Source: an optimization exercise on an open RTL-to-GDS flow (aim: small area, a short achievable clock period and few clock cycles per item). Production flows keep margins and buffers that such runs may drop.
Only simulation tests tie the RTL to the original design; equivalence was not proved.

==> design/flow/design.v <==
module rot(input  logic [63:0] i_lane,
           input  logic [5:0 ] i_r,
           output logic [63:0] o_lane
           );
    always_comb begin
        o_lane = (i_lane << i_r) | (i_lane >> (64 - i_r));
    end
endmodule
module rc (input [4:0] t, output logic [63:0] rct);
	always_comb begin
		case (t)
			5'b00000: rct = 64'h0000000000000001;
			5'b00001: rct = 64'h0000000000008082;
			5'b00010: rct = 64'h800000000000808A;
			5'b00011: rct = 64'h8000000080008000;
			5'b00100: rct = 64'h000000000000808B;
			5'b00101: rct = 64'h0000000080000001;
			5'b00110: rct = 64'h8000000080008081;
			5'b00111: rct = 64'h8000000000008009;
			5'b01000: rct = 64'h000000000000008A;
			5'b01001: rct = 64'h0000000000000088;
			5'b01010: rct = 64'h0000000080008009;
			5'b01011: rct = 64'h000000008000000A;
			5'b01100: rct = 64'h000000008000808B;
			5'b01101: rct = 64'h800000000000008B;
			5'b01110: rct = 64'h8000000000008089;
			5'b01111: rct = 64'h8000000000008003;
			5'b10000: rct = 64'h8000000000008002;
			5'b10001: rct = 64'h8000000000000080;
			5'b10010: rct = 64'h000000000000800A;
			5'b10011: rct = 64'h800000008000000A;
			5'b10100: rct = 64'h8000000080008081;
			5'b10101: rct = 64'h8000000000008080;
			5'b10110: rct = 64'h0000000080000001;
			5'b10111: rct = 64'h8000000080008008;
			default: rct = 64'h0;
		endcase
	end
endmodule
module round_counter_k(input  logic       i_clk, i_reset, i_aes_or_keccak,
                       output logic [4:0] o_round
                      );
    always_ff @(posedge i_clk, negedge i_reset) begin
        if (!i_reset)              o_round <= 0;
        else if (o_round == 24)    o_round <= 0; 
        else if (i_aes_or_keccak)  o_round <= 0;
        else                       o_round <= o_round + 1; 
    end
endmodule
module xor_32_bits (
    input  wire  [0:4][31:0] i_data,
    output logic [31:0] o_data
);
    assign o_data[31:16] = i_data[0][31:16] ^ i_data[1][31:16] ^ i_data[2][31:16] ^ i_data[3][31:16] ^ i_data[4][31:16];
    assign o_data[15:0 ] = i_data[0][15:0 ] ^ i_data[1][15:0 ] ^ i_data[2][15:0 ] ^ i_data[3][15:0 ] ^ i_data[4][15:0 ];
endmodule
module n (
    input  wire  [0:3][0:4][31:0] A_in,
    input  wire  [0:4][31:0] i_K_col_5,
    output logic [0:3][31:0] C,
    output logic [31:0] C_5
);
    xor_32_bits xor1(.i_data(A_in[0]),    .o_data(C[0]));
    xor_32_bits xor2(.i_data(A_in[1]),    .o_data(C[1]));
    xor_32_bits xor3(.i_data(A_in[2]),    .o_data(C[2]));
    xor_32_bits xor4(.i_data(A_in[3]),    .o_data(C[3]));
    xor_32_bits xor5(.i_data(i_K_col_5),  .o_data(C_5));
endmodule
module xor_padding(input  wire  [0:3][31:0] i_data,
                   input  wire  [31:0] i_K_col_5,
                   input  wire  [0:4][31:0] i_C_shifted,
                   output logic [0:3][0:4][31:0] o_data,
                   output logic [0:4][31:0] o_K_col_5
                  );
    assign o_data[0][0] = i_data[0];
    assign o_data[0][1] = i_C_shifted[2];
    assign o_data[0][2] = 32'b0;
    assign o_data[0][3] = 32'b0;
    assign o_data[0][4] = 32'b0;
    assign o_data[1][0] = 32'b0;
    assign o_data[1][1] = 32'b0;
    assign o_data[1][2] = i_data[1];
    assign o_data[1][3] = i_C_shifted[3];
    assign o_data[1][4] = 32'b0;
    assign o_data[2][0] = 32'b0;
    assign o_data[2][1] = 32'b0;
    assign o_data[2][2] = 32'b0;
    assign o_data[2][3] = i_C_shifted[4];
    assign o_data[2][4] = i_data[2];
    assign o_data[3][0] = i_data[3];
    assign o_data[3][1] = i_C_shifted[0];
    assign o_data[3][2] = 32'b0;
    assign o_data[3][3] = 32'b0;
    assign o_data[3][4] = 32'b0;
    assign o_K_col_5[0] = i_C_shifted[1];
    assign o_K_col_5[1] = i_K_col_5;
    assign o_K_col_5[2] = 32'b0;
    assign o_K_col_5[3] = 32'b0;
    assign o_K_col_5[4] = 32'b0;
endmodule
module unified_xor_section(input  logic        i_aes_or_keccak,
                           input  wire  [0:3][0:4][31:0] i_A_1_state,
                           input  wire  [0:3][0:4][31:0] i_A_2_state,
                           input  wire  [0:4][0:4][31:0] i_K_state,
                           input  wire  [0:4][31:0] i_C_shifted,
                           output logic [0:4][31:0] o_C,
                           output logic [0:3][63:0] o_A_state,
                           output logic [0:4][31:0] D
                           );
logic [0:4][31:0] C;
logic [0:4][31:0] o_data;
logic [0:3][0:4][31:0] A_in_n_1;
logic [0:3][0:4][31:0] A_in_n_2;
logic [0:4][0:4][31:0] A_in_n_mid;
assign A_in_n_1 = (i_aes_or_keccak) ? i_A_1_state : i_K_state[0:3];
n n1(.A_in(A_in_n_1), .i_K_col_5(i_K_state[4]), .C(C[0:3]), .C_5(C[4]));
assign o_C[0] = C[0];
assign o_C[1] = C[1];
assign o_C[2] = C[2];
assign o_C[3] = C[3];
assign o_C[4] = C[4];
xor_padding xpad(.i_data(C[0:3]), .i_K_col_5(C[4]), .i_C_shifted(i_C_shifted), .o_data(A_in_n_mid[0:3]), .o_K_col_5(A_in_n_mid[4]));
assign A_in_n_2 = (i_aes_or_keccak) ? i_A_2_state : A_in_n_mid[0:3];
n n2(.A_in(A_in_n_2), .i_K_col_5(A_in_n_mid[4]), .C(o_data[0:3]), .C_5(o_data[4]));
   assign o_A_state[3] = (i_aes_or_keccak) ? {C[2]     , C[3]     } : 64'h0;
   assign o_A_state[2] = (i_aes_or_keccak) ? {C[0]     , C[1]     } : 64'h0;
   assign o_A_state[1] = (i_aes_or_keccak) ? {o_data[2], o_data[3]} : 64'h0;
   assign o_A_state[0] = (i_aes_or_keccak) ? {o_data[0], o_data[1]} : 64'h0;
   assign D[0] = (!i_aes_or_keccak) ? o_data[4] : 32'b0;
   assign D[1] = (!i_aes_or_keccak) ? o_data[0] : 32'b0;
   assign D[2] = (!i_aes_or_keccak) ? o_data[1] : 32'b0;
   assign D[3] = (!i_aes_or_keccak) ? o_data[2] : 32'b0;
   assign D[4] = (!i_aes_or_keccak) ? o_data[3] : 32'b0;
endmodule
module sixie (
  input  wire  [0:4][0:4][63:0] A_in,
  input  wire  [0:4][63:0] D,
  input  wire  [63:0] rc,
  output logic [0:4][0:4][63:0] A_out
);
localparam logic [149:0] rot_constants = {
    6'd0, 6'd36, 6'd3, 6'd41, 6'd18,
    6'd1, 6'd44, 6'd10, 6'd45, 6'd2,
    6'd62, 6'd6, 6'd43, 6'd15, 6'd61,
    6'd28, 6'd55, 6'd25, 6'd21, 6'd56,
    6'd27, 6'd20, 6'd39, 6'd8, 6'd14
};
genvar x, y;
generate
  for(x = 0; x < 5; x++) begin : gen_x
      for(y = 0; y < 5; y++) begin : gen_y
          logic [63:0] theta_3_0, theta_3_1, theta_3_2;
          logic [63:0] o_rot_0, o_rot_1, o_rot_2;
          assign theta_3_0 = A_in[(x + 3 * y) % 5][x] ^ D[(x + 3 * y) % 5];
          assign theta_3_1 = A_in[((x + 1) + 3 * y) % 5][(x + 1) % 5] ^ D[((x + 1) + 3 * y) % 5];
          assign theta_3_2 = A_in[((x + 2) + 3 * y) % 5][(x + 2) % 5] ^ D[((x + 2) + 3 * y) % 5];
          wire [5:0] rot_cons_0 = rot_constants[149 - 6 * (5 * ((x + 3 * y) % 5) + x) -: 6];
          wire [5:0] rot_cons_1 = rot_constants[149 - 6 * (5 * (((x + 1) + 3 * y) % 5) + (x + 1) % 5) -: 6];
          wire [5:0] rot_cons_2 = rot_constants[149 - 6 * (5 * (((x + 2) + 3 * y) % 5) + (x + 2) % 5) -: 6];
          rot rot0_ins(.i_lane(theta_3_0), .i_r(rot_cons_0), .o_lane(o_rot_0));
          rot rot1_ins(.i_lane(theta_3_1), .i_r(rot_cons_1), .o_lane(o_rot_1));
          rot rot2_ins(.i_lane(theta_3_2), .i_r(rot_cons_2), .o_lane(o_rot_2));
          wire [63:0] sixie_result = o_rot_0 ^ ((~o_rot_1) & o_rot_2);
          if (x == 0 && y == 0) begin : g_iota
              assign A_out[x][y] = sixie_result ^ rc;
          end
          else begin : g_pass
              assign A_out[x][y] = sixie_result;
          end
      end
  end
endgenerate
endmodule
module S_to_A (
	input  [1599:0] S,
	output [0:4][0:4][63:0] A
);
	assign A[0][0] = {S[1543:1536], S[1551:1544], S[1559:1552], S[1567:1560], S[1575:1568], S[1583:1576], S[1591:1584], S[1599:1592]};
	assign A[1][0] = {S[1479:1472], S[1487:1480], S[1495:1488], S[1503:1496], S[1511:1504], S[1519:1512], S[1527:1520], S[1535:1528]};
	assign A[2][0] = {S[1415:1408], S[1423:1416], S[1431:1424], S[1439:1432], S[1447:1440], S[1455:1448], S[1463:1456], S[1471:1464]};
	assign A[3][0] = {S[1351:1344], S[1359:1352], S[1367:1360], S[1375:1368], S[1383:1376], S[1391:1384], S[1399:1392], S[1407:1400]};
	assign A[4][0] = {S[1287:1280], S[1295:1288], S[1303:1296], S[1311:1304], S[1319:1312], S[1327:1320], S[1335:1328], S[1343:1336]};
	assign A[0][1] = {S[1223:1216], S[1231:1224], S[1239:1232], S[1247:1240], S[1255:1248], S[1263:1256], S[1271:1264], S[1279:1272]};
	assign A[1][1] = {S[1159:1152], S[1167:1160], S[1175:1168], S[1183:1176], S[1191:1184], S[1199:1192], S[1207:1200], S[1215:1208]};
	assign A[2][1] = {S[1095:1088], S[1103:1096], S[1111:1104], S[1119:1112], S[1127:1120], S[1135:1128], S[1143:1136], S[1151:1144]};
	assign A[3][1] = {S[1031:1024], S[1039:1032], S[1047:1040], S[1055:1048], S[1063:1056], S[1071:1064], S[1079:1072], S[1087:1080]};
	assign A[4][1] = {S[967:960]  , S[975:968]  , S[983:976]  , S[991:984]  , S[999:992]  , S[1007:1000], S[1015:1008], S[1023:1016]};
	assign A[0][2] = {S[903:896]  , S[911:904]  , S[919:912]  , S[927:920]  , S[935:928]  , S[943:936]  , S[951:944]  , S[959:952]  };
	assign A[1][2] = {S[839:832]  , S[847:840]  , S[855:848]  , S[863:856]  , S[871:864]  , S[879:872]  , S[887:880]  , S[895:888]  };
	assign A[2][2] = {S[775:768]  , S[783:776]  , S[791:784]  , S[799:792]  , S[807:800]  , S[815:808]  , S[823:816]  , S[831:824]  };
	assign A[3][2] = {S[711:704]  , S[719:712]  , S[727:720]  , S[735:728]  , S[743:736]  , S[751:744]  , S[759:752]  , S[767:760]  };
	assign A[4][2] = {S[647:640]  , S[655:648]  , S[663:656]  , S[671:664]  , S[679:672]  , S[687:680]  , S[695:688]  , S[703:696]  };
	assign A[0][3] = {S[583:576]  , S[591:584]  , S[599:592]  , S[607:600]  , S[615:608]  , S[623:616]  , S[631:624]  , S[639:632]  };
	assign A[1][3] = {S[519:512]  , S[527:520]  , S[535:528]  , S[543:536]  , S[551:544]  , S[559:552]  , S[567:560]  , S[575:568]  };
	assign A[2][3] = {S[455:448]  , S[463:456]  , S[471:464]  , S[479:472]  , S[487:480]  , S[495:488]  , S[503:496]  , S[511:504]  };
	assign A[3][3] = {S[391:384]  , S[399:392]  , S[407:400]  , S[415:408]  , S[423:416]  , S[431:424]  , S[439:432]  , S[447:440]  };
	assign A[4][3] = {S[327:320]  , S[335:328]  , S[343:336]  , S[351:344]  , S[359:352]  , S[367:360]  , S[375:368]  , S[383:376]  };
	assign A[0][4] = {S[263:256]  , S[271:264]  , S[279:272]  , S[287:280]  , S[295:288]  , S[303:296]  , S[311:304]  , S[319:312]  };
	assign A[1][4] = {S[199:192]  , S[207:200]  , S[215:208]  , S[223:216]  , S[231:224]  , S[239:232]  , S[247:240]  , S[255:248]  };
	assign A[2][4] = {S[135:128]  , S[143:136]  , S[151:144]  , S[159:152]  , S[167:160]  , S[175:168]  , S[183:176]  , S[191:184]  };
	assign A[3][4] = {S[71:64]    , S[79:72]    , S[87:80]    , S[95:88]    , S[103:96]   , S[111:104]  , S[119:112]  , S[127:120]  };
	assign A[4][4] = {S[7:0]      , S[15:8]     , S[23:16]    , S[31:24]    , S[39:32]    , S[47:40]    , S[55:48]    , S[63:56]    };
endmodule
module A_to_S (
	input  [0:4][0:4][63:0] A,
	output [1599:0] S
);
	assign {S[1543:1536], S[1551:1544], S[1559:1552], S[1567:1560], S[1575:1568], S[1583:1576], S[1591:1584], S[1599:1592]} = A[0][0];
	assign {S[1479:1472], S[1487:1480], S[1495:1488], S[1503:1496], S[1511:1504], S[1519:1512], S[1527:1520], S[1535:1528]} = A[1][0];
	assign {S[1415:1408], S[1423:1416], S[1431:1424], S[1439:1432], S[1447:1440], S[1455:1448], S[1463:1456], S[1471:1464]} = A[2][0];
	assign {S[1351:1344], S[1359:1352], S[1367:1360], S[1375:1368], S[1383:1376], S[1391:1384], S[1399:1392], S[1407:1400]} = A[3][0];
	assign {S[1287:1280], S[1295:1288], S[1303:1296], S[1311:1304], S[1319:1312], S[1327:1320], S[1335:1328], S[1343:1336]} = A[4][0];
	assign {S[1223:1216], S[1231:1224], S[1239:1232], S[1247:1240], S[1255:1248], S[1263:1256], S[1271:1264], S[1279:1272]} = A[0][1];
	assign {S[1159:1152], S[1167:1160], S[1175:1168], S[1183:1176], S[1191:1184], S[1199:1192], S[1207:1200], S[1215:1208]} = A[1][1];
	assign {S[1095:1088], S[1103:1096], S[1111:1104], S[1119:1112], S[1127:1120], S[1135:1128], S[1143:1136], S[1151:1144]} = A[2][1];
	assign {S[1031:1024], S[1039:1032], S[1047:1040], S[1055:1048], S[1063:1056], S[1071:1064], S[1079:1072], S[1087:1080]} = A[3][1];
	assign {S[967:960]  , S[975:968]  , S[983:976]  , S[991:984]  , S[999:992]  , S[1007:1000], S[1015:1008], S[1023:1016]} = A[4][1];
	assign {S[903:896]  , S[911:904]  , S[919:912]  , S[927:920]  , S[935:928]  , S[943:936]  , S[951:944]  , S[959:952]  } = A[0][2];
	assign {S[839:832]  , S[847:840]  , S[855:848]  , S[863:856]  , S[871:864]  , S[879:872]  , S[887:880]  , S[895:888]  } = A[1][2];
	assign {S[775:768]  , S[783:776]  , S[791:784]  , S[799:792]  , S[807:800]  , S[815:808]  , S[823:816]  , S[831:824]  } = A[2][2];
	assign {S[711:704]  , S[719:712]  , S[727:720]  , S[735:728]  , S[743:736]  , S[751:744]  , S[759:752]  , S[767:760]  } = A[3][2];
	assign {S[647:640]  , S[655:648]  , S[663:656]  , S[671:664]  , S[679:672]  , S[687:680]  , S[695:688]  , S[703:696]  } = A[4][2];
	assign {S[583:576]  , S[591:584]  , S[599:592]  , S[607:600]  , S[615:608]  , S[623:616]  , S[631:624]  , S[639:632]  } = A[0][3];
	assign {S[519:512]  , S[527:520]  , S[535:528]  , S[543:536]  , S[551:544]  , S[559:552]  , S[567:560]  , S[575:568]  } = A[1][3];
	assign {S[455:448]  , S[463:456]  , S[471:464]  , S[479:472]  , S[487:480]  , S[495:488]  , S[503:496]  , S[511:504]  } = A[2][3];
	assign {S[391:384]  , S[399:392]  , S[407:400]  , S[415:408]  , S[423:416]  , S[431:424]  , S[439:432]  , S[447:440]  } = A[3][3];
	assign {S[327:320]  , S[335:328]  , S[343:336]  , S[351:344]  , S[359:352]  , S[367:360]  , S[375:368]  , S[383:376]  } = A[4][3];
	assign {S[263:256]  , S[271:264]  , S[279:272]  , S[287:280]  , S[295:288]  , S[303:296]  , S[311:304]  , S[319:312]  } = A[0][4];
	assign {S[199:192]  , S[207:200]  , S[215:208]  , S[223:216]  , S[231:224]  , S[239:232]  , S[247:240]  , S[255:248]  } = A[1][4];
	assign {S[135:128]  , S[143:136]  , S[151:144]  , S[159:152]  , S[167:160]  , S[175:168]  , S[183:176]  , S[191:184]  } = A[2][4];
	assign {S[71:64]    , S[79:72]    , S[87:80]    , S[95:88]    , S[103:96]   , S[111:104]  , S[119:112]  , S[127:120]  } = A[3][4];
	assign {S[7:0]      , S[15:8]     , S[23:16]    , S[31:24]    , S[39:32]    , S[47:40]    , S[55:48]    , S[63:56]    } = A[4][4];
endmodule
module aesha_keccak(input  logic         i_clk,
                    input  logic         i_reset,    
                    input  logic         i_start,
                    input  logic [511:0] i_data,
                    output logic [511:0] o_data,
                    output logic         o_busy,
                    output logic         o_done
                   );
    logic        busy, done;
    logic [4:0]  cnt;
    logic        ld;
    logic [24:0][63:0] a, a_in, a_nx;
    logic [4:0][63:0]  p01, p23, p0123, c, d;
    logic [24:0][63:0] t;       
    logic [24:0][63:0] b;       
    logic [63:0]       rc;
    logic [63:0]       ldv;
    always_ff @(posedge i_clk or negedge i_reset) begin
        if (!i_reset) begin
            busy <= 1'b0;
            done <= 1'b0;
            cnt  <= 5'd0;
        end else begin
            done <= busy && (cnt == 5'd23);
            if (!busy) begin
                busy <= i_start;
                cnt  <= 5'd0;
            end else begin
                if (cnt == 5'd23) busy <= 1'b0;
                cnt <= cnt + 5'd1;
            end
        end
    end
    assign ld  = !busy;
    assign ldv = {64{ld}};
    genvar l, k;
    generate
        for (l = 0; l < 25; l++) begin : g_in
            if (l < 8) begin : g_msg
                for (k = 0; k < 8; k++) begin : g_byte
                    assign a_in[l][8*k +: 8] = i_data[511 - 8*(8*l + k) -: 8];
                end
            end else if (l == 8) begin : g_pad
                assign a_in[l] = 64'h8000000000000001;
            end else begin : g_zero
                assign a_in[l] = 64'h0;
            end
        end
    endgenerate
    kx2 u_p01_0  (.a(a[0]), .b(a[5]), .y(p01[0]));
    kx2 u_p23_0  (.a(a[10]), .b(a[15]), .y(p23[0]));
    kx2 u_p0123_0(.a(p01[0]), .b(p23[0]), .y(p0123[0]));
    kx2 u_c_0    (.a(p0123[0]), .b(a[20]), .y(c[0]));
    kx2 u_p01_1  (.a(a[1]), .b(a[6]), .y(p01[1]));
    kx2 u_p23_1  (.a(a[11]), .b(a[16]), .y(p23[1]));
    kx2 u_p0123_1(.a(p01[1]), .b(p23[1]), .y(p0123[1]));
    kx2 u_c_1    (.a(p0123[1]), .b(a[21]), .y(c[1]));
    kx2 u_p01_2  (.a(a[2]), .b(a[7]), .y(p01[2]));
    kx2 u_p23_2  (.a(a[12]), .b(a[17]), .y(p23[2]));
    kx2 u_p0123_2(.a(p01[2]), .b(p23[2]), .y(p0123[2]));
    kx2 u_c_2    (.a(p0123[2]), .b(a[22]), .y(c[2]));
    kx2 u_p01_3  (.a(a[3]), .b(a[8]), .y(p01[3]));
    kx2 u_p23_3  (.a(a[13]), .b(a[18]), .y(p23[3]));
    kx2 u_p0123_3(.a(p01[3]), .b(p23[3]), .y(p0123[3]));
    kx2 u_c_3    (.a(p0123[3]), .b(a[23]), .y(c[3]));
    kx2 u_p01_4  (.a(a[4]), .b(a[9]), .y(p01[4]));
    kx2 u_p23_4  (.a(a[14]), .b(a[19]), .y(p23[4]));
    kx2 u_p0123_4(.a(p01[4]), .b(p23[4]), .y(p0123[4]));
    kx2 u_c_4    (.a(p0123[4]), .b(a[24]), .y(c[4]));
    kx2 u_d_0(.a(c[4]), .b({c[1][62:0], c[1][63]}), .y(d[0]));
    kx2 u_d_1(.a(c[0]), .b({c[2][62:0], c[2][63]}), .y(d[1]));
    kx2 u_d_2(.a(c[1]), .b({c[3][62:0], c[3][63]}), .y(d[2]));
    kx2 u_d_3(.a(c[2]), .b({c[4][62:0], c[4][63]}), .y(d[3]));
    kx2 u_d_4(.a(c[3]), .b({c[0][62:0], c[0][63]}), .y(d[4]));
    kx2  u_t_0(.a(a[0]), .b(d[0]), .y(t[0]));
    assign b[0] = t[0];
    kxn2 u_t_5(.a(a[5]), .b(d[0]), .y(t[5]));
    assign b[16] = {t[5][27:0], t[5][63:28]};
    kx2  u_t_10(.a(a[10]), .b(d[0]), .y(t[10]));
    assign b[7] = {t[10][60:0], t[10][63:61]};
    kxn2 u_t_15(.a(a[15]), .b(d[0]), .y(t[15]));
    assign b[23] = {t[15][22:0], t[15][63:23]};
    kx2  u_t_20(.a(a[20]), .b(d[0]), .y(t[20]));
    assign b[14] = {t[20][45:0], t[20][63:46]};
    kx2  u_t_1(.a(a[1]), .b(d[1]), .y(t[1]));
    assign b[10] = {t[1][62:0], t[1][63:63]};
    kxn2 u_t_6(.a(a[6]), .b(d[1]), .y(t[6]));
    assign b[1] = {t[6][19:0], t[6][63:20]};
    kx2  u_t_11(.a(a[11]), .b(d[1]), .y(t[11]));
    assign b[17] = {t[11][53:0], t[11][63:54]};
    kxn2 u_t_16(.a(a[16]), .b(d[1]), .y(t[16]));
    assign b[8] = {t[16][18:0], t[16][63:19]};
    kx2  u_t_21(.a(a[21]), .b(d[1]), .y(t[21]));
    assign b[24] = {t[21][61:0], t[21][63:62]};
    kx2  u_t_2(.a(a[2]), .b(d[2]), .y(t[2]));
    assign b[20] = {t[2][1:0], t[2][63:2]};
    kxn2 u_t_7(.a(a[7]), .b(d[2]), .y(t[7]));
    assign b[11] = {t[7][57:0], t[7][63:58]};
    kx2  u_t_12(.a(a[12]), .b(d[2]), .y(t[12]));
    assign b[2] = {t[12][20:0], t[12][63:21]};
    kxn2 u_t_17(.a(a[17]), .b(d[2]), .y(t[17]));
    assign b[18] = {t[17][48:0], t[17][63:49]};
    kx2  u_t_22(.a(a[22]), .b(d[2]), .y(t[22]));
    assign b[9] = {t[22][2:0], t[22][63:3]};
    kx2  u_t_3(.a(a[3]), .b(d[3]), .y(t[3]));
    assign b[5] = {t[3][35:0], t[3][63:36]};
    kxn2 u_t_8(.a(a[8]), .b(d[3]), .y(t[8]));
    assign b[21] = {t[8][8:0], t[8][63:9]};
    kx2  u_t_13(.a(a[13]), .b(d[3]), .y(t[13]));
    assign b[12] = {t[13][38:0], t[13][63:39]};
    kxn2 u_t_18(.a(a[18]), .b(d[3]), .y(t[18]));
    assign b[3] = {t[18][42:0], t[18][63:43]};
    kx2  u_t_23(.a(a[23]), .b(d[3]), .y(t[23]));
    assign b[19] = {t[23][7:0], t[23][63:8]};
    kx2  u_t_4(.a(a[4]), .b(d[4]), .y(t[4]));
    assign b[15] = {t[4][36:0], t[4][63:37]};
    kxn2 u_t_9(.a(a[9]), .b(d[4]), .y(t[9]));
    assign b[6] = {t[9][43:0], t[9][63:44]};
    kx2  u_t_14(.a(a[14]), .b(d[4]), .y(t[14]));
    assign b[22] = {t[14][24:0], t[14][63:25]};
    kxn2 u_t_19(.a(a[19]), .b(d[4]), .y(t[19]));
    assign b[13] = {t[19][55:0], t[19][63:56]};
    kx2  u_t_24(.a(a[24]), .b(d[4]), .y(t[24]));
    assign b[4] = {t[24][49:0], t[24][63:50]};
    logic [63:0] b0;
    assign b0 = b[0] ^ rc;
    logic [63:0] g0; knand u_g0(.a(b[1]), .b(b[2]), .y(g0));
    logic [63:0] z0; kxn2 u_z0(.a(b0), .b(g0), .y(z0));
    kmux u_ld0(.s(ldv), .a(z0), .b(a_in[0]), .y(a_nx[0]));
    logic [63:0] g1; knor  u_g1(.a(b[2]), .b(b[3]), .y(g1));
    logic [63:0] z1; kxn2 u_z1(.a(b[1]), .b(g1), .y(z1));
    kmux u_ld1(.s(ldv), .a(z1), .b(a_in[1]), .y(a_nx[1]));
    logic [63:0] g2; knand u_g2(.a(b[3]), .b(b[4]), .y(g2));
    logic [63:0] z2; kxn2 u_z2(.a(b[2]), .b(g2), .y(z2));
    kmux u_ld2(.s(ldv), .a(z2), .b(a_in[2]), .y(a_nx[2]));
    logic [63:0] g3; kornb u_g3(.a(b[0]), .b(b[4]), .y(g3));
    logic [63:0] z3; kx2  u_z3(.a(b[3]), .b(g3), .y(z3));
    kmux u_ld3(.s(ldv), .a(z3), .b(a_in[3]), .y(a_nx[3]));
    logic [63:0] g4; knor  u_g4(.a(b[0]), .b(b[1]), .y(g4));
    logic [63:0] z4; kx2  u_z4(.a(b[4]), .b(g4), .y(z4));
    kmux u_ld4(.s(ldv), .a(z4), .b(a_in[4]), .y(a_nx[4]));
    logic [63:0] g5; knand u_g5(.a(b[6]), .b(b[7]), .y(g5));
    logic [63:0] z5; kxn2 u_z5(.a(b[5]), .b(g5), .y(z5));
    kmux u_ld5(.s(ldv), .a(z5), .b(a_in[5]), .y(a_nx[5]));
    logic [63:0] g6; knor  u_g6(.a(b[7]), .b(b[8]), .y(g6));
    logic [63:0] z6; kxn2 u_z6(.a(b[6]), .b(g6), .y(z6));
    kmux u_ld6(.s(ldv), .a(z6), .b(a_in[6]), .y(a_nx[6]));
    logic [63:0] g7; knand u_g7(.a(b[8]), .b(b[9]), .y(g7));
    logic [63:0] z7; kxn2 u_z7(.a(b[7]), .b(g7), .y(z7));
    kmux u_ld7(.s(ldv), .a(z7), .b(a_in[7]), .y(a_nx[7]));
    logic [63:0] g8; kornb u_g8(.a(b[5]), .b(b[9]), .y(g8));
    logic [63:0] zn8; kxn2 u_z8(.a(b[8]), .b(g8), .y(zn8));
    logic [63:0] y8; knor u_ld8(.a(ldv), .b(zn8), .y(y8));
    assign a_nx[8] = y8 | {ld, 62'h0, ld};
    logic [63:0] g9; knor  u_g9(.a(b[5]), .b(b[6]), .y(g9));
    logic [63:0] zn9; kxn2 u_z9(.a(b[9]), .b(g9), .y(zn9));
    knor u_ld9(.a(ldv), .b(zn9), .y(a_nx[9]));
    logic [63:0] g10; knand u_g10(.a(b[11]), .b(b[12]), .y(g10));
    logic [63:0] zn10; kx2  u_z10(.a(b[10]), .b(g10), .y(zn10));
    knor u_ld10(.a(ldv), .b(zn10), .y(a_nx[10]));
    logic [63:0] g11; knor  u_g11(.a(b[12]), .b(b[13]), .y(g11));
    logic [63:0] zn11; kx2  u_z11(.a(b[11]), .b(g11), .y(zn11));
    knor u_ld11(.a(ldv), .b(zn11), .y(a_nx[11]));
    logic [63:0] g12; knand u_g12(.a(b[13]), .b(b[14]), .y(g12));
    logic [63:0] zn12; kx2  u_z12(.a(b[12]), .b(g12), .y(zn12));
    knor u_ld12(.a(ldv), .b(zn12), .y(a_nx[12]));
    logic [63:0] g13; kornb u_g13(.a(b[10]), .b(b[14]), .y(g13));
    logic [63:0] zn13; kxn2 u_z13(.a(b[13]), .b(g13), .y(zn13));
    knor u_ld13(.a(ldv), .b(zn13), .y(a_nx[13]));
    logic [63:0] g14; knor  u_g14(.a(b[10]), .b(b[11]), .y(g14));
    logic [63:0] zn14; kxn2 u_z14(.a(b[14]), .b(g14), .y(zn14));
    knor u_ld14(.a(ldv), .b(zn14), .y(a_nx[14]));
    logic [63:0] g15; knand u_g15(.a(b[16]), .b(b[17]), .y(g15));
    logic [63:0] zn15; kx2  u_z15(.a(b[15]), .b(g15), .y(zn15));
    knor u_ld15(.a(ldv), .b(zn15), .y(a_nx[15]));
    logic [63:0] g16; knor  u_g16(.a(b[17]), .b(b[18]), .y(g16));
    logic [63:0] zn16; kx2  u_z16(.a(b[16]), .b(g16), .y(zn16));
    knor u_ld16(.a(ldv), .b(zn16), .y(a_nx[16]));
    logic [63:0] g17; knand u_g17(.a(b[18]), .b(b[19]), .y(g17));
    logic [63:0] zn17; kx2  u_z17(.a(b[17]), .b(g17), .y(zn17));
    knor u_ld17(.a(ldv), .b(zn17), .y(a_nx[17]));
    logic [63:0] g18; kornb u_g18(.a(b[15]), .b(b[19]), .y(g18));
    logic [63:0] zn18; kxn2 u_z18(.a(b[18]), .b(g18), .y(zn18));
    knor u_ld18(.a(ldv), .b(zn18), .y(a_nx[18]));
    logic [63:0] g19; knor  u_g19(.a(b[15]), .b(b[16]), .y(g19));
    logic [63:0] zn19; kxn2 u_z19(.a(b[19]), .b(g19), .y(zn19));
    knor u_ld19(.a(ldv), .b(zn19), .y(a_nx[19]));
    logic [63:0] g20; knand u_g20(.a(b[21]), .b(b[22]), .y(g20));
    logic [63:0] zn20; kx2  u_z20(.a(b[20]), .b(g20), .y(zn20));
    knor u_ld20(.a(ldv), .b(zn20), .y(a_nx[20]));
    logic [63:0] g21; knor  u_g21(.a(b[22]), .b(b[23]), .y(g21));
    logic [63:0] zn21; kx2  u_z21(.a(b[21]), .b(g21), .y(zn21));
    knor u_ld21(.a(ldv), .b(zn21), .y(a_nx[21]));
    logic [63:0] g22; knand u_g22(.a(b[23]), .b(b[24]), .y(g22));
    logic [63:0] zn22; kx2  u_z22(.a(b[22]), .b(g22), .y(zn22));
    knor u_ld22(.a(ldv), .b(zn22), .y(a_nx[22]));
    logic [63:0] g23; kornb u_g23(.a(b[20]), .b(b[24]), .y(g23));
    logic [63:0] zn23; kxn2 u_z23(.a(b[23]), .b(g23), .y(zn23));
    knor u_ld23(.a(ldv), .b(zn23), .y(a_nx[23]));
    logic [63:0] g24; knor  u_g24(.a(b[20]), .b(b[21]), .y(g24));
    logic [63:0] zn24; kxn2 u_z24(.a(b[24]), .b(g24), .y(zn24));
    knor u_ld24(.a(ldv), .b(zn24), .y(a_nx[24]));
    always_comb begin
        case (cnt)
            5'd0: rc = 64'h0000000000000001;
            5'd1: rc = 64'h0000000000008082;
            5'd2: rc = 64'h800000000000808A;
            5'd3: rc = 64'h8000000080008000;
            5'd4: rc = 64'h000000000000808B;
            5'd5: rc = 64'h0000000080000001;
            5'd6: rc = 64'h8000000080008081;
            5'd7: rc = 64'h8000000000008009;
            5'd8: rc = 64'h000000000000008A;
            5'd9: rc = 64'h0000000000000088;
            5'd10: rc = 64'h0000000080008009;
            5'd11: rc = 64'h000000008000000A;
            5'd12: rc = 64'h000000008000808B;
            5'd13: rc = 64'h800000000000008B;
            5'd14: rc = 64'h8000000000008089;
            5'd15: rc = 64'h8000000000008003;
            5'd16: rc = 64'h8000000000008002;
            5'd17: rc = 64'h8000000000000080;
            5'd18: rc = 64'h000000000000800A;
            5'd19: rc = 64'h800000008000000A;
            5'd20: rc = 64'h8000000080008081;
            5'd21: rc = 64'h8000000000008080;
            5'd22: rc = 64'h0000000080000001;
            5'd23: rc = 64'h8000000080008008;
            default: rc = 64'h0;
        endcase
    end
    always_ff @(posedge i_clk) begin
        a <= a_nx;
    end
    generate
        for (l = 0; l < 8; l++) begin : g_out
            for (k = 0; k < 8; k++) begin : g_obyte
                assign o_data[511 - 8*(8*l + k) -: 8] = a[l][8*k +: 8];
            end
        end
    endgenerate
    assign o_busy = busy;
    assign o_done = done;
endmodule
module kx2(input  logic [63:0] a, b, output logic [63:0] y);
    assign y = a ^ b;
endmodule
module kxn2(input  logic [63:0] a, b, output logic [63:0] y);
    assign y = ~(a ^ b);
endmodule
module knand(input  logic [63:0] a, b, output logic [63:0] y);
    assign y = ~(a & b);
endmodule
module knor(input  logic [63:0] a, b, output logic [63:0] y);
    assign y = ~(a | b);
endmodule
module kornb(input  logic [63:0] a, b, output logic [63:0] y);
    assign y = b | ~a;
endmodule
module kmux(input  logic [63:0] s, a, b, output logic [63:0] y);
    for (genvar i = 0; i < 64; i++) begin : g_bit
        assign y[i] = s[i] ? b[i] : a[i];
    end
endmodule
==> design/flow/run.sh <==
#!/bin/bash
# synth_recipe.tcl (not shown) runs the flow's synth.tcl, then flattens the netlist and writes it again
# the make line also repeats each setting of config.mk as NAME=value (left out here)
make -C /OpenROAD-flow-scripts/flow DESIGN_CONFIG=/design/flow/config.mk WORK_HOME=/design/flow/orfs CLKGATE_MAP_FILE= SYNTH_SCRIPT=/design/flow/synth_recipe.tcl finish
==> design/flow/config.mk <==
export PLATFORM = sky130hd
export DESIGN_NAME = aesha_keccak
export DESIGN_NICKNAME = aesha_keccak
export VERILOG_FILES = /design/flow/design.v
export SDC_FILE = /design/flow/constraint.sdc
export NUM_CORES = 4
export LEC_CHECK = 0
export CAP_MARGIN = 40
export CORE_MARGIN = 2
export CORE_UTILIZATION = 55
export PLACE_DENSITY = 0.65
export SETUP_SLACK_MARGIN = 2.0
export SLEW_MARGIN = 40
export SYNTH_HIERARCHICAL = 1
==> design/flow/constraint.sdc <==
create_clock -name core_clock -period 5.5 [get_ports {i_clk}]
set_input_delay 1.1000 -clock core_clock [delete_from_list [all_inputs] [get_ports {i_clk}]]
set_output_delay 1.1000 -clock core_clock [all_outputs]
set_load 0.01 [all_outputs]
==> run_results.csv, run 1 <==
group,metric,value,unit
timing,worst_pin_slew,1.167,ns
timing,timing.fmax,0.2449,GHz
critical_path,worstReg2RegEnd,"a[1156]",
critical_path,r2r_start,"a[233]",
timing,tns,0,ns
critical_path,critPathRequiredTime,6.24,ns
timing,rsz0062_at_grt,"true",
synth,synth.distinct_cells,35,
grt,grt_pass1_vias,77393,
job,drv_cap,0,
timing,fin_crit_sh,74.24,%
routing,drcViolationCount,0,
timing,final_max_slew_viol_count,0,
grt,antenna_found_initial,48,
synth,syn-cell-area,97270,µm²
clocking,clock_path_buffers,3,
timing,period_needed,4.083,ns
die,core,175900,µm²
status,status,"finished clean",
routing,wirelength,585500,µm
cells_and_area,fill_cells,13380,
synth,synth_top_area_share,32.93,%
critical_path,cp.arrival,4.83,ns
die,rows,154,
grt,grt-ovfl-total,0,
grt,grt_pass1_wl,734300,µm
synth,synth_area_leaders,"dfxtp_1, xor2_1, xnor2_1",
place,io_buffers,1028,
synth,yosys_warnings,7,
clocking,root_buffer,"clkbuf_16",
critical_path,end_kind,"flip-flop",
die,start_util,55.29,%
clocking,path_clk_slew,0.07,ns
die,ioPinCount,1029,
critical_path,critPathLaunchType,"flip-flop",
cells_and_area,drive_gt1_share,16.43,%
critical_path,worstPathMaxFanout,5,
die,dieArea,180200,µm²
synth,synth.avg_cell_area,9.534,µm²
routing,first_pass_iters,10,
timing,fin_skew,0.04877,ns
clocking,clk_latency,0.91,ns
synth,netlist_instances,10202,
timing,final_hold_viol_count,0,
cells_and_area,final_nets,11685,
timing,setup_viol,0,
routing,drt-wirelength-per-cell,42.73,µm
routing,antenna_left,0,
die,die_h,424.5,µm
synth,yosysTopAreaCell,"dfxtp_1",
critical_path,startpoint,"a[233]",
place,gp_congestion,1.283,
clocking,holdBufCountCts,0,
routing,vias,83766,
clocking,cts_tree,"built",
synth,ys_seq_area_share,33.11,%
grt,grtUsageTotal,62.54,%
routing,drtIter0Drc,14111,
clocking,cts_made_buffers,181,
routing,viasPerCell,6.114,
cells_and_area,area_growth,26.10,%
grt,grt_start_max_net_pins,135,
critical_path,critical_path_class,"flip-flop to flip-flop",
clocking,htreeDepth,4,
critical_path,reg2reg_depth,9,
synth,syn_nets,10725,
timing,slew_headroom,21.94,%
hold_path,min_path_type,"primary input to async pin",
die,die_w,424.5,µm
place,dp_hpwl,501100,µm
synth,synth.ff_latch_count,1607,
critical_path,rrSetupSlack,1.42,ns
clocking,cts_sinks,1607,
cell usage after synthesis:
| cell | n |
|---|---|
| a211oi_1 | 1 |
| a21oi_1 | 2 |
| and2_1 | 1 |
| and3_4 | 1 |
| buf_2 | 1 |
| buf_4 | 515 |
| clkbuf_4 | 1 |
| dfrtp_1 | 7 |
| dfxtp_1 | 1600 |
| ha_1 | 8 |
| inv_1 | 4 |
| inv_2 | 1 |
| mux2_1 | 1 |
| mux2_4 | 512 |
| mux2i_1 | 3 |
| mux4_2 | 1 |
| nand2_1 | 642 |
| nand2b_1 | 322 |
| nand3_1 | 4 |
| nand3b_1 | 1 |
| nand4_1 | 1 |
| nor2_1 | 1739 |
| nor2b_1 | 3 |
| nor3_1 | 4 |
| o21a_1 | 1 |
| o21ai_1 | 5 |
| o21bai_1 | 1 |
| o221ai_1 | 1 |
| o22ai_1 | 3 |
| o311a_1 | 1 |
| o31ai_2 | 1 |
| or2b_1 | 2 |
| or4_4 | 1 |
| xnor2_1 | 1542 |
| xor2_1 | 3269 |
cell type report:
| class | count | area (µm²) | area share (%) |
|---|---|---|---|
| Multi-Input combinational cell | 8073 | 68510 | 55.86 |
| Sequential cell | 1607 | 32210 | 26.26 |
| Timing Repair Buffer | 1294 | 12490 | 10.19 |
| Clock buffer | 255 | 5304 | 4.324 |
| Tap cell | 2340 | 2928 | 2.387 |
| Clock inverter | 78 | 1061 | 0.8651 |
| Antenna cell | 49 | 122.6 | 0.09997 |
| Inverter | 5 | 22.52 | 0.01836 |
how the worst max path moves through the flow:
stage	to	depth (start not counted)	slack [ns]
after floorplan	a[0]	2	-17.97
after global placement	a[172]	8	1.17
after detailed placement	a[345]	8	1.66
after CTS	a[398]	8	1.93
after global routing	a[1584]	9	1.78
final	a[1156]	9	1.42
layer usage:
| metal | up-vias | global-route usage (%) | wire, µm |
|---|---|---|---|
| met5 | - | 4.392 | 2322 |
| met2 | 7986 | 82.03 | 216200 |
| li1 | 32485 | - | - |
| met4 | 42 | 66.45 | 80550 |
| met1 | 40548 | 64.80 | 183800 |
| met3 | 2705 | 38.82 | 102600 |
critical path, stage by stage, from the launching register on:
cell      delay, ns
dfxtp_1        0.59
xor2_1         0.23
xor2_1         0.19
xor2_1         0.66
xor2_1         0.19
buf_4          0.23
xor2_1         0.75
nand2b_1       0.16
xnor2_1        0.77
nor2_1         0.14
Yosys stat by module, one instance, submodules excluded:
| module | cells | flops+latches |
|---|---|---|
| knand | 64 | 0 |
| kmux | 64 | 0 |
| aesha_keccak | 2202 | 1607 |
| kxn2 | 64 | 0 |
| knor | 64 | 0 |
| kx2 | 64 | 0 |
| kornb | 64 | 0 |
cell families after synthesis:
kind of cell	after synthesis	share of synthesized area, %
AOI/OAI and AO/OA	16	0.1106
muxes	517	7.969
DFF	1607	33.11
adders and majority gates	8	0.1029
and+or+nand+nor	2721	11.38
buffers and inverters	522	4.007
xor gates and xnor gates	4811	43.32
metrics by stage:
stage          hold slack [ns]  instances  setup slack, ns  cell area, µm²  utilization [%]
2_1_floorplan           0.5456      10202           -17.97           97270                -
3_3_place_gp            0.6238      13313            1.171          109700            62.37
3_5_place_dp            0.6331      13313            1.657          113500            64.53
4_1_cts                 0.4678      13646            1.926          120500            68.50
5_1_grt                 0.5162      13654            1.779          122500            69.65
6_report                0.4686      13701            1.417          122700            69.72
flip-flops by register name, indices dropped and copies added (netlist names):
signal and cells:
a 1600, cnt 5, busy 1, done 1
layout by cell type (no fill, tap or decap), drive strengths merged, types with 2 or more instances in the layout:
| cell type | count |
|---|---|
| xor2 | 3269 |
| nor2 | 1739 |
| dfxtp | 1600 |
| xnor2 | 1542 |
| clkdlybuf4s50 | 1028 |
| nand2 | 642 |
| mux2 | 513 |
| nand2b | 322 |
| buf | 266 |
| clkbuf | 255 |
| diode | 49 |
| clkinv | 34 |
| bufinv | 23 |
| inv | 14 |
| clkinvlp | 12 |
| ha | 8 |
| dfrtp | 7 |
| o21ai | 5 |
| nor3 | 4 |
| nand3 | 4 |
| mux2i | 3 |
| nor2b | 3 |
| o22ai | 3 |
| or2b | 2 |
| a21oi | 2 |
repair_timing:
item                                    CTS  global route
gates resized for setup                  79           142
endpoints found under the setup margin  133           237
pin swaps                                 0             8
buffers inserted                          0             2
Testbench counts, summed over its fixed seeds: cycles 8,000, items 320.
==> run 2, diff against run 1 <==
==> design/flow/config.mk (replaced) <==
export PLATFORM = sky130hd
export DESIGN_NAME = aesha_keccak
export DESIGN_NICKNAME = aesha_keccak
export VERILOG_FILES = /design/flow/design.v
export SDC_FILE = /design/flow/constraint.sdc
export NUM_CORES = 4
export LEC_CHECK = 0
export CAP_MARGIN = 10
export CORE_MARGIN = 2
export CORE_UTILIZATION = 60
export CTS_BUF_LIST = sky130_fd_sc_hd__clkbuf_8
export CTS_CLUSTER_DIAMETER = 100
export CTS_CLUSTER_SIZE = 30
export PLACE_DENSITY = 0.7
export SETUP_SLACK_MARGIN = 2.3
export SLEW_MARGIN = 10
export SYNTH_HIERARCHICAL = 1
==> run_results.csv, run 2 <==
group,metric,value,unit
synth,yosysTopAreaCell,"dfxtp_1",
synth,synth_area_leaders,"dfxtp_1, xor2_1, xnor2_1",
synth,ys.flop_type,"dfxtp_1",
synth,yosys_warnings,7,
clocking,clock_path_buffers,3,
synth,netlist_instances,10202,
synth,ys_seq_area_share,33.11,%
synth,ys_top_cells_by_count,"xor2_1, nor2_1, dfxtp_1",
synth,syn_nets,10725,
synth,ys_async_sr_fraction,0.4356,%
grt,grt_start_max_net_pins,139,
grt,grtUsageTotal,71.61,%
synth,synth.ff_latch_count,1607,
timing,worstEndpointType,"sequential cell input",
die,ioPinCount,1029,
timing,postGrtWorstEndpoint,"a[1199]$_DFF_P_/D",
status,stop_stage,"global routing",
die,die_w,406.6,µm
synth,synth.distinct_cells,35,
die,rows,147,
synth,synth_edf_count,0,
status,status,"stopped before the end",
clocking,cts_made_buffers,61,
synth,synth.avg_cell_area,9.534,µm²
place,gp_congestion,1.337,
clocking,root_buffer,"clkbuf_8",
place,dp_hpwl,479900,µm
place,dp_slack,1.534,ns
synth,syn-cell-area,97270,µm²
die,start_util,60.51,%
die,die_h,406.6,µm
place,io_buffers,1028,
synth,synth.most_common_cell,"xor2_1",
clocking,cts_sinks,1607,
synth,synth_top_area_share,32.93,%
clocking,htreeDepth,2,
grt,grt-ovfl-total,43,
status,error,"[ERROR GRT-0232] Routing congestion too high. Check the congestion heatmap in the GUI.",
-- run 2: timing repair --
| action | 4_1_cts |
|---|---|
| gates cloned | 0 |
| endpoints found under the setup margin | 1234 |
| hold buffers | 0 |
| pin swaps | 23 |
| gates resized for setup | 1031 |
| setup buffers | 9 |
-- run 2: Yosys stat by module (local to each module, per instance) --
module        cells inside  copies in the design  area [µm²]
aesha_keccak          2202                     1       36650
kmux                    64                     8       960.9
knand                   64                    10       240.2
knor                    64                    27       240.2
kornb                   64                     5       400.4
kx2                     64                    51       560.5
kxn2                    64                    24       560.5
-- run 2: stage by stage --
stage	cell area, µm²	std cells
CTS	117600	13221
detailed placement	109200	13131
global placement	109100	13129
floorplan	97270	10202
-- run 2: kinds of logic after synthesis --
kind of cell,share of synthesized area [%]
AOI/OAI and AO/OA,0.1106
xor gates and xnor gates,43.32
adders and majority gates,0.1029
buffers and inverters,4.007
DFF,33.11
muxes,7.969
and+or+nand+nor,11.38
-- run 2: how the worst max path moves through the flow --
stage	startpoint	slack (ns)	cells after the start	endpoint
3_3_place_gp	a[237]	1.21	8	a[187]
2_1_floorplan	busy	-17.97	2	a[0]
3_5_place_dp	a[97]	1.53	8	a[421]
4_1_cts	a[347]	2.01	8	a[860]
-- run 2: metal layers --
metal	track usage, %	overflow
met1	71.76	0
met2	88.56	27
met5	28.25	0
met4	70.31	16
met3	55.60	0
==> run 3, diff against run 2 <==
==> design/flow/flow/run.sh (new file) <==
#!/bin/bash
# The standard ORFS layout (standard.sh), with faster, smaller port buffers
# (buffer_ports -buffer_cell) and sizing not tied to cell footprints.
set -euo pipefail
bash standard.sh \
  "BUFFER_PORTS_ARGS=-buffer_cell sky130_fd_sc_hd__buf_2" \
  MATCH_CELL_FOOTPRINT=0 \
  finish > standard_sh.log 2>&1
==> design/flow/standard.sh (new file) <==
#!/bin/bash
# synth_recipe.tcl (not shown) runs the flow's synth.tcl, then flattens the netlist and writes it again
# the make line also repeats each setting of config.mk as NAME=value (left out here)
make -C /OpenROAD-flow-scripts/flow DESIGN_CONFIG=/design/flow/config.mk WORK_HOME=/design/flow/orfs CLKGATE_MAP_FILE= SYNTH_SCRIPT=/design/flow/synth_recipe.tcl "${@:-finish}"
==> design/flow/config.mk (replaced) <==
export PLATFORM = sky130hd
export DESIGN_NAME = aesha_keccak
export DESIGN_NICKNAME = aesha_keccak
export VERILOG_FILES = /design/flow/design.v
export SDC_FILE = /design/flow/constraint.sdc
export NUM_CORES = 4
export LEC_CHECK = 0
export CAP_MARGIN = 20
export CORE_MARGIN = 2
export CORE_UTILIZATION = 50
export CTS_BUF_LIST = sky130_fd_sc_hd__clkbuf_16
export CTS_CLUSTER_DIAMETER = 60
export CTS_CLUSTER_SIZE = 20
export PLACE_DENSITY = 0.6
export SETUP_SLACK_MARGIN = 2.5
export SLEW_MARGIN = 20
export SYNTH_HIERARCHICAL = 1
removed: design/flow/run.sh
==> run_results.csv, run 3 <==
group,metric,value,unit
timing,final_max_slew_viol_count,0,
synth,ys_async_sr_fraction,0.4356,%
timing,fin_crit_sh,61.48,%
clocking,htreeDepth,4,
clocking,cts_sinks,1607,
synth,yosys_warnings,7,
cells_and_area,final_common_cell,"xor2_1",
synth,ys_seq_area_share,33.11,%
place,dp_hpwl,530600,µm
timing,setup_viol,0,
timing,slew_headroom,23.54,%
critical_path,worstPathMaxFanout,3,
hold_path,min_path_type,"primary input to async pin",
synth,netlist_instances,10202,
clocking,path_clk_slew,0.08,ns
critical_path,reg2reg_depth,8,
grt,grt-ovfl-total,0,
cells_and_area,drive_gt1_share,38.37,%
clocking,cts_tree,"built",
timing,tns,0,ns
die,start_util,50.40,%
synth,yosysTopAreaCell,"dfxtp_1",
synth,synth_area_leaders,"dfxtp_1, xor2_1, xnor2_1",
timing,fin_skew,0.04556,ns
critical_path,slowest_stage,"xor2_2",
synth,synth_edf_count,0,
critical_path,path_cells,"xor2_1 -> xor2_1 -> xor2_2 -> xor2_2 -> buf_4 -> xor2_2 -> xnor2_1 -> mux2_4",
synth,syn-cell-area,97270,µm²
cells_and_area,fill_cells,13568,
cells_and_area,area_growth,43.31,%
cells_and_area,stdcell_area,139400,µm²
critical_path,critical_path_class,"flip-flop to flip-flop",
routing,drcViolationCount,0,
critical_path,cp.arrival,4.17,ns
critical_path,critPathRequiredTime,6.29,ns
die,core,193000,µm²
timing,final_hold_viol_count,0,
cells_and_area,final_nets,12441,
clocking,clk_latency,0.91,ns
routing,vias,87635,
cells_and_area,final_cell_mix,"xor2_1, nor2_1, dfxtp_1",
synth,synth.distinct_cells,35,
grt,grt_start_max_net_pins,145,
synth,ys_top_cells_by_count,"xor2_1, nor2_1, dfxtp_1",
place,io_buffers,1028,
synth,syn_nets,10725,
timing,layout_setup_ws,2.118,ns
timing,timing.fmax,0.2957,GHz
clocking,holdBufCountCts,0,
routing,antenna_left,0,
grt,grt_pass1_vias,79200,
timing,rsz0062_at_grt,"true",
clocking,cts_made_buffers,159,
critical_path,end_kind,"flip-flop",
routing,wirelength,633900,µm
status,status,"finished clean",
timing,worst_pin_slew,1.147,ns
die,dieArea,198100,µm²
place,dp_slack,1.344,ns
cells_and_area,largest-register,"a",
routing,first_pass_iters,9,
die,ioPinCount,1029,
clocking,root_buffer,"clkbuf_16",
grt,grt_pass1_wl,776400,µm
routing,drt-wirelength-per-cell,43.34,µm
synth,synth.most_common_cell,"xor2_1",
synth,ys.flop_type,"dfxtp_1",
place,gp_congestion,1.234,
synth,synth_top_area_share,32.93,%
die,rows,161,
critical_path,critPathLaunchType,"flip-flop",
die,die_w,445.1,µm
clocking,clock_path_buffers,3,
critical_path,path_common_cell,"xor2_2",
place,dpl_cell_area,105700,µm²
grt,antenna_found_initial,53,
timing,period_needed,3.382,ns
synth,synth.avg_cell_area,9.534,µm²
routing,drtIter0Drc,13994,
cells_and_area,largest_reg_flops,1600,
synth,synth.ff_latch_count,1607,
critical_path,crit_path_max_incr_delay,0.77,ns
die,die_h,445.1,µm
grt,grtUsageTotal,60.84,%
job,drv_cap,0,
cells_and_area,top_regs,"a (1600), cnt (5)",
routing,viasPerCell,5.992,
run 3: cell counts after synthesis:
Identical to the previous run, type by type.
run 3: cells by family (layout without fill, tap and decap cells):
family,Yosys count,after routing,synth area share [%]
fa+ha+maj,8,8,0.1029
buf+inv,522,2368,4.007
other cells,0,52,0
mux,517,517,7.969
xor+xnor,4811,4811,43.32
simple gates,2721,2721,11.38
flops,1607,1607,33.11
compound gates,16,16,0.1106
run 3: area by class of cell:
type,instances,area [µm²],share of cell area (%)
Sequential cell,1607,32300,23.17
Clock buffer,165,4129,2.962
Inverter,5,22.52,0.01616
Tap cell,2526,3161,2.267
Timing Repair Buffer,2072,15730,11.28
Clock inverter,126,1212,0.8698
Multi-Input combinational cell,8073,82710,59.34
Antenna cell,52,130.1,0.09335
run 3: per-stage QoR:
| step | util (%) | hold slack, ns | cells |
|---|---|---|---|
| floorplan | - | 0.5456 | 10202 |
| global placement | 54.57 | 0.6291 | 13553 |
| detailed placement | 54.79 | 0.6418 | 13559 |
| CTS | 67.25 | 0.05905 | 14109 |
| global route | 72.18 | 0.08326 | 14584 |
| finish | 72.23 | 0.06196 | 14626 |
run 3: path summary, 6_finish.rpt:
check                             from      to  slack [ns]
max                            a[1089]  a[349]        2.12
min                            i_reset    busy        0.06
max reg2reg                    a[1089]  a[349]        2.12
min reg2reg                     cnt[0]  cnt[0]        0.66
max in group asynchronous      i_reset    busy        5.26
min in group core_clock    i_data[210]  a[298]        0.42
run 3: per-layer routing:
| layer | wire [µm] | track usage (%) | part of all wire (%) |
|---|---|---|---|
| met1 | 198800 | 64.58 | 31 |
| met2 | 236600 | 80.28 | 37 |
| met3 | 109400 | 35.43 | 17 |
| met4 | 88150 | 63.71 | 14 |
| met5 | 936 | 3.272 | 0.15 |
run 3: per-module statistics from Yosys, one instance, submodules excluded:
| module | times used | flip-flops and latches | area [µm²] |
|---|---|---|---|
| kxn2 | 24 | 0 | 560.5 |
| kx2 | 51 | 0 | 560.5 |
| kmux | 8 | 0 | 960.9 |
| knor | 27 | 0 | 240.2 |
| aesha_keccak | 1 | 1607 | 36650 |
| kornb | 5 | 0 | 400.4 |
| knand | 10 | 0 | 240.2 |
run 3: critical path, delay by kind of cell (launching register included):
kind / cells / cell delay [ns]
xor+xnor: 6 / 2.22
mux: 1 / 0.32
buf+inv: 1 / 0.21
flops: 1 / 0.50
run 3: what timing repair did:
action	CTS	global route
buffers inserted	259	465
hold endpoints to repair	0	0
endpoints found under the setup margin	1543	1176
pin swaps	160	233
gates resized for setup	1848	527
==> run 4, diff against run 3 <==
--- a/design/flow/config.mk
+++ b/design/flow/config.mk
@@ -13,5 +13,5 @@
 export CTS_CLUSTER_SIZE = 20
 export PLACE_DENSITY = 0.6
-export SETUP_SLACK_MARGIN = 2.5
+export SETUP_SLACK_MARGIN = 2.0
 export SLEW_MARGIN = 20
 export SYNTH_HIERARCHICAL = 1
==> run_results.csv, run 4 <==
group,metric,value,unit
status,status,"finished clean",
grt,grt_pass1_wl,755800,µm
timing,hold_ws,0.06904,ns
critical_path,critPathRequiredTime,6.27,ns
routing,first_pass_iters,8,
cells_and_area,largest-register,"a",
clocking,path_clk_slew,0.08,ns
place,io_buffers,1028,
die,rows,161,
timing,fin_crit_sh,69.36,%
job,drv_cap,0,
cells_and_area,fill_cells,16720,
cells_and_area,drive_gt1_share,24.58,%
die,ioPinCount,1029,
critical_path,critPathLaunchType,"flip-flop",
grt,grtUsageTotal,59.23,%
critical_path,end_kind,"flip-flop",
routing,drtIter0Drc,13028,
clocking,cts_made_buffers,159,
critical_path,worstReg2RegEnd,"a[468]",
place,dp_hpwl,530600,µm
clocking,cts_sinks,1607,
critical_path,worstPathMaxFanout,5,
place,gp_congestion,1.234,
grt,grt-ovfl-total,0,
cells_and_area,utilization,59.85,%
routing,drcViolationCount,0,
synth,synth_top_area_share,32.93,%
cells_and_area,top_regs,"a (1600), cnt (5)",
grt,antenna_found_initial,61,
cells_and_area,final_cell_mix,"xor2_1, nor2_1, dfxtp_1",
cells_and_area,final_common_cell,"xor2_1",
synth,yosysTopAreaCell,"dfxtp_1",
synth,synth_edf_count,0,
routing,viasPerCell,5.894,
clocking,clock_path_buffers,3,
timing,timing.fmax,0.2621,GHz
synth,ys.flop_type,"dfxtp_1",
cells_and_area,area_growth,18.76,%
grt,grt_start_max_net_pins,145,
routing,vias,81877,
timing,final_hold_viol_count,0,
synth,netlist_instances,10202,
timing,period_needed,3.815,ns
hold_path,min_path_type,"primary input to async pin",
die,die_h,445.1,µm
synth,synth.distinct_cells,35,
routing,wirelength,607200,µm
die,die_w,445.1,µm
synth,syn_nets,10725,
critical_path,critical_path_class,"flip-flop to flip-flop",
routing,drt-wirelength-per-cell,43.71,µm
timing,tns,0,ns
synth,ys_async_sr_fraction,0.4356,%
timing,rsz0062_at_grt,"true",
timing,fin_skew,0.05001,ns
synth,yosys_warnings,7,
clocking,htreeDepth,4,
clocking,cts_tree,"built",
synth,syn-cell-area,97270,µm²
critical_path,reg2reg_depth,8,
grt,grt_pass1_vias,75665,
clocking,root_buffer,"clkbuf_16",
timing,slew_headroom,5.290,%
timing,final_max_slew_viol_count,0,
cells_and_area,largest_reg_flops,1600,
clocking,holdBufCountCts,0,
timing,setup_viol,0,
synth,synth.ff_latch_count,1607,
cells_and_area,final_nets,11720,
synth,synth.avg_cell_area,9.534,µm²
synth,ys_top_cells_by_count,"xor2_1, nor2_1, dfxtp_1",
timing,worst_pin_slew,1.411,ns
die,core,193000,µm²
synth,synth.most_common_cell,"xor2_1",
synth,synth_area_leaders,"dfxtp_1, xor2_1, xnor2_1",
critical_path,r2r_start,"a[87]",
die,start_util,50.40,%
routing,antenna_left,0,
clocking,clk_latency,0.89,ns
synth,ys_seq_area_share,33.11,%
critical_path,cp.arrival,4.59,ns
die,dieArea,198100,µm²
critical_path,rrSetupSlack,1.69,ns
run 4: changes by cell type in the layout (fill, tap and decap cells not counted), sizes merged:
| cell | change |
|---|---|
| diode | -14 |
| buf | -721 |
run 4: worst max-delay path by stage:
stage	startpoint	end	cells after the start
after floorplan	busy	a[0]	2
final	a[87]	a[468]	8
after detailed placement	a[358]	a[245]	8
after global routing	a[436]	a[1027]	8
after CTS	a[319]	a[785]	8
after global placement	a[173]	a[66]	8
run 4: what timing repair did:
item	CTS	global route
resized for setup	257	259
setup endpoints to repair	397	411
buffers inserted	0	2
pin swaps	0	4
run 4: layer usage:
| layer | share of wire, % | up-vias | global-route usage (%) |
|---|---|---|---|
| met5 | 0.28 | - | 2.125 |
| met2 | 38 | 7141 | 78.78 |
| met4 | 13 | 32 | 60.76 |
| li1 | - | 32635 | - |
| met1 | 33 | 39944 | 64.90 |
| met3 | 16 | 2125 | 31.24 |
run 4: area by class of cell:
cell class	instances	area (µm²)	area share, %
Clock inverter	126	1212	1.050
Tap cell	2526	3161	2.736
Sequential cell	1607	32210	27.88
Inverter	5	22.52	0.01950
Multi-Input combinational cell	8073	66930	57.94
Timing Repair Buffer	1351	7754	6.713
Antenna cell	38	95.09	0.08232
Clock buffer	165	4129	3.575
run 4: Yosys stat by module, one instance, submodules excluded:
module        cells inside  area [µm²]  copies in the design  flip-flops and latches
aesha_keccak          2202       36650                     1                    1607
kmux                    64       960.9                     8                       0
kx2                     64       560.5                    51                       0
kxn2                    64       560.5                    24                       0
kornb                   64       400.4                     5                       0
knand                   64       240.2                    10                       0
knor                    64       240.2                    27                       0
run 4: worst max-delay path: stages (launching register included):
cell and delay [ns]:
dfxtp_1 0.49, xor2_1 0.48, xor2_1 0.27, xor2_2 0.60
xor2_2 0.62, xor2_1 0.62, nand2_1 0.15, xnor2_1 0.17
mux2_4 0.29
run 4: logic make-up (layout without fill, tap and decap cells):
family / after synthesis / in the layout / synth area share [%]
flip-flops: 1607 / 1607 / 33.11
multiplexers: 517 / 517 / 7.969
AND/OR/NAND/NOR: 2721 / 2721 / 11.38
buffers and inverters: 522 / 1647 / 4.007
XOR/XNOR: 4811 / 4811 / 43.32
adder cells (fa/ha/maj): 8 / 8 / 0.1029
other: 0 / 38 / 0
AO/OA/AOI/OAI: 16 / 16 / 0.1106
run 4: per-stage QoR:
stage / instances / setup slack (ns) / cell area [µm²]
floorplan: 10202 / -17.97 / 97270
detailed placement: 13559 / 1.344 / 105700
CTS: 13850 / 1.755 / 113100
global placement: 13553 / 0.8542 / 105300
finish: 13891 / 1.685 / 115500
global route: 13855 / 1.885 / 115400
==> run 5, diff against run 4 <==
--- a/design/flow/config.mk
+++ b/design/flow/config.mk
@@ -8,9 +8,9 @@
 export CAP_MARGIN = 20
 export CORE_MARGIN = 2
-export CORE_UTILIZATION = 50
+export CORE_UTILIZATION = 40
 export CTS_BUF_LIST = sky130_fd_sc_hd__clkbuf_16
 export CTS_CLUSTER_DIAMETER = 60
 export CTS_CLUSTER_SIZE = 20
-export PLACE_DENSITY = 0.6
+export PLACE_DENSITY = 0.5
 export SETUP_SLACK_MARGIN = 2.0
 export SLEW_MARGIN = 20
==> run_results.csv, run 5 <==
group,metric,value,unit
place,dp_hpwl,589700,µm
critical_path,end_kind,"flip-flop",
cells_and_area,top_regs,"a (1600), cnt (5)",
synth,synth.ff_latch_count,1607,
timing,setup_viol,0,
timing,worst_pin_slew,1.343,ns
clocking,path_clk_slew,0.08,ns
routing,first_pass_iters,6,
clocking,root_buffer,"clkbuf_16",
place,dpl_cell_area,108100,µm²
synth,syn-cell-area,97270,µm²
routing,wirelength,665000,µm
grt,grt-ovfl-total,0,
routing,drcViolationCount,0,
synth,ys_top_cells_by_count,"xor2_1, nor2_1, dfxtp_1",
timing,period_needed,3.780,ns
clocking,holdBufCountCts,0,
synth,syn_nets,10725,
job,drv_cap,0,
clocking,cts_made_buffers,177,
timing,final_max_slew_viol_count,0,
synth,ys_seq_area_share,33.11,%
critical_path,worstReg2RegEnd,"a[1028]",
cells_and_area,largest_reg_flops,1600,
synth,synth.avg_cell_area,9.534,µm²
clocking,cts_sinks,1607,
synth,yosysTopAreaCell,"dfxtp_1",
grt,grtUsageTotal,51.96,%
cells_and_area,stdcell_area,120100,µm²
synth,synth_area_leaders,"dfxtp_1, xor2_1, xnor2_1",
cells_and_area,fill_cells,22834,
cells_and_area,stdcell_count,14690,
critical_path,path_common_cell,"xor2_1",
cells_and_area,final_nets,11819,
critical_path,worstPathMaxFanout,5,
grt,grt_pass1_wl,819700,µm
routing,drtIter0Drc,12129,
synth,synth_top_area_share,32.93,%
place,gp_congestion,1.173,
status,status,"finished clean",
timing,fin_crit_sh,68.72,%
timing,layout_setup_ws,1.720,ns
grt,antenna_found_initial,56,
hold_path,min_path_type,"primary input to async pin",
clocking,clk_latency,0.90,ns
die,ioPinCount,1029,
critical_path,critPathLaunchType,"flip-flop",
critical_path,startpoint,"a[415]",
synth,synth_edf_count,0,
critical_path,path_delay_family,"XOR/XNOR gates",
synth,ys.flop_type,"dfxtp_1",
die,die_h,497.1,µm
routing,vias,80932,
critical_path,cp.arrival,4.51,ns
die,die_w,497.1,µm
die,rows,181,
grt,grt_pass1_vias,75589,
critical_path,rrSetupSlack,1.72,ns
place,dp_slack,1.279,ns
routing,viasPerCell,5.509,
critical_path,critPathRequiredTime,6.23,ns
grt,grt_start_max_net_pins,125,
critical_path,path_cells,"xor2_1 -> xor2_1 -> xor2_1 -> xor2_2 -> xnor2_1 -> xor2_1 -> nor2_1",
die,dieArea,247100,µm²
critical_path,r2r_start,"a[415]",
clocking,clock_path_buffers,3,
die,core,242500,µm²
[run 5: cell counts after synthesis]
No cell type changed its count.
[run 5: layout make-up]
cell class | count | area (µm²) | area share [%]
multi-input cells | 8073 | 69090 | 57.52
repair buffers | 1432 | 8554 | 7.122
flip-flops and latches | 1607 | 32220 | 26.82
clock inverters | 143 | 1526 | 1.271
inverters | 5 | 22.52 | 0.01875
clock buffers | 183 | 4579 | 3.813
well taps | 3202 | 4006 | 3.336
diodes | 45 | 112.6 | 0.09376
[run 5: worst max-delay path by stage]
stage                         end
after global placement    a[1541]
after detailed placement   a[799]
final                     a[1028]
after floorplan              a[0]
after global routing       a[998]
after CTS                  a[507]
[run 5: modules after synthesis, one instance, submodules excluded]
| module | cells inside | flops+latches | copies in the design |
|---|---|---|---|
| aesha_keccak | 2202 | 1607 | 1 |
| kmux | 64 | 0 | 8 |
| knand | 64 | 0 | 10 |
| knor | 64 | 0 | 27 |
| kornb | 64 | 0 | 5 |
| kx2 | 64 | 0 | 51 |
| kxn2 | 64 | 0 | 24 |
[run 5: cell families after synthesis]
kind of cell | count (synthesis) | share of synthesized area [%]
XOR/XNOR | 4811 | 43.32
AND/OR/NAND/NOR | 2721 | 11.38
flip-flops | 1607 | 33.11
buffers and inverters | 522 | 4.007
multiplexers | 517 | 7.969
AO/OA/AOI/OAI | 16 | 0.1106
adder cells (fa/ha/maj) | 8 | 0.1029
[run 5: worst register-to-register path, cell delays in order, from the launching register on]
cell and delay [ns]:
dfxtp_1 0.49, xor2_1 0.26, xor2_1 0.19, xor2_1 0.75, xor2_2 0.44, xnor2_1 0.91
xor2_1 0.18, nor2_1 0.41
[run 5: metal layers]
layer | global-route usage (%) | share of wire [%]
met5 | 0 | 0.046
met4 | 48.20 | 11
met2 | 70.08 | 39
met3 | 20.41 | 13
met1 | 62.59 | 37
[run 5: through the flow]
| stage | hold slack, ns | util (%) |
|---|---|---|
| 5_1_grt | 0.06841 | 49.47 |
| 6_report | 0.06617 | 49.52 |
| 2_1_floorplan | 0.5456 | - |
| 3_5_place_dp | 0.6528 | 44.59 |
| 3_3_place_gp | 0.6129 | 44.31 |
| 4_1_cts | 0.02798 | 48.46 |
[run 5: timing repair]
action,in CTS,in global routing
setup buffers,0,5
gates cloned,0,0
setup endpoints to repair,636,535
pin swaps,5,11
resized for setup,407,267

-- port drivers added, routing unchanged --
Ports are ideal in the flow. The routed layouts listed here were re-timed in OpenROAD. Step 1 assumes that a clkbuf_16 drives the clock port and a buf_2 every other input. Step 2 moves the port delays by t, midway between the first and last clock arrival at a register: inputs arrive t later, outputs are due t later. That takes back most of the time a late clock gives input paths. a / b / c = ideal / step 1 / step 2; a / b = the first two.
run	t (ns)	setup WS [ns]	hold slack, ns	worst setup path at the end
run 1	0.992	1.417 / 1.417 / 1.417	0.469 / 0.389 / 0.662	register to register
run 3	0.995	2.118 / 2.118 / 2.118	0.062 / -0.027 / 0.664	register to register
run 4	0.974	1.685 / 1.685 / 1.685	0.069 / -0.015 / 0.670	register to register
run 5	0.989	1.720 / 1.720 / 1.720	0.066 / -0.011 / 0.659	register to register
After both steps every run listed still meets setup and hold.
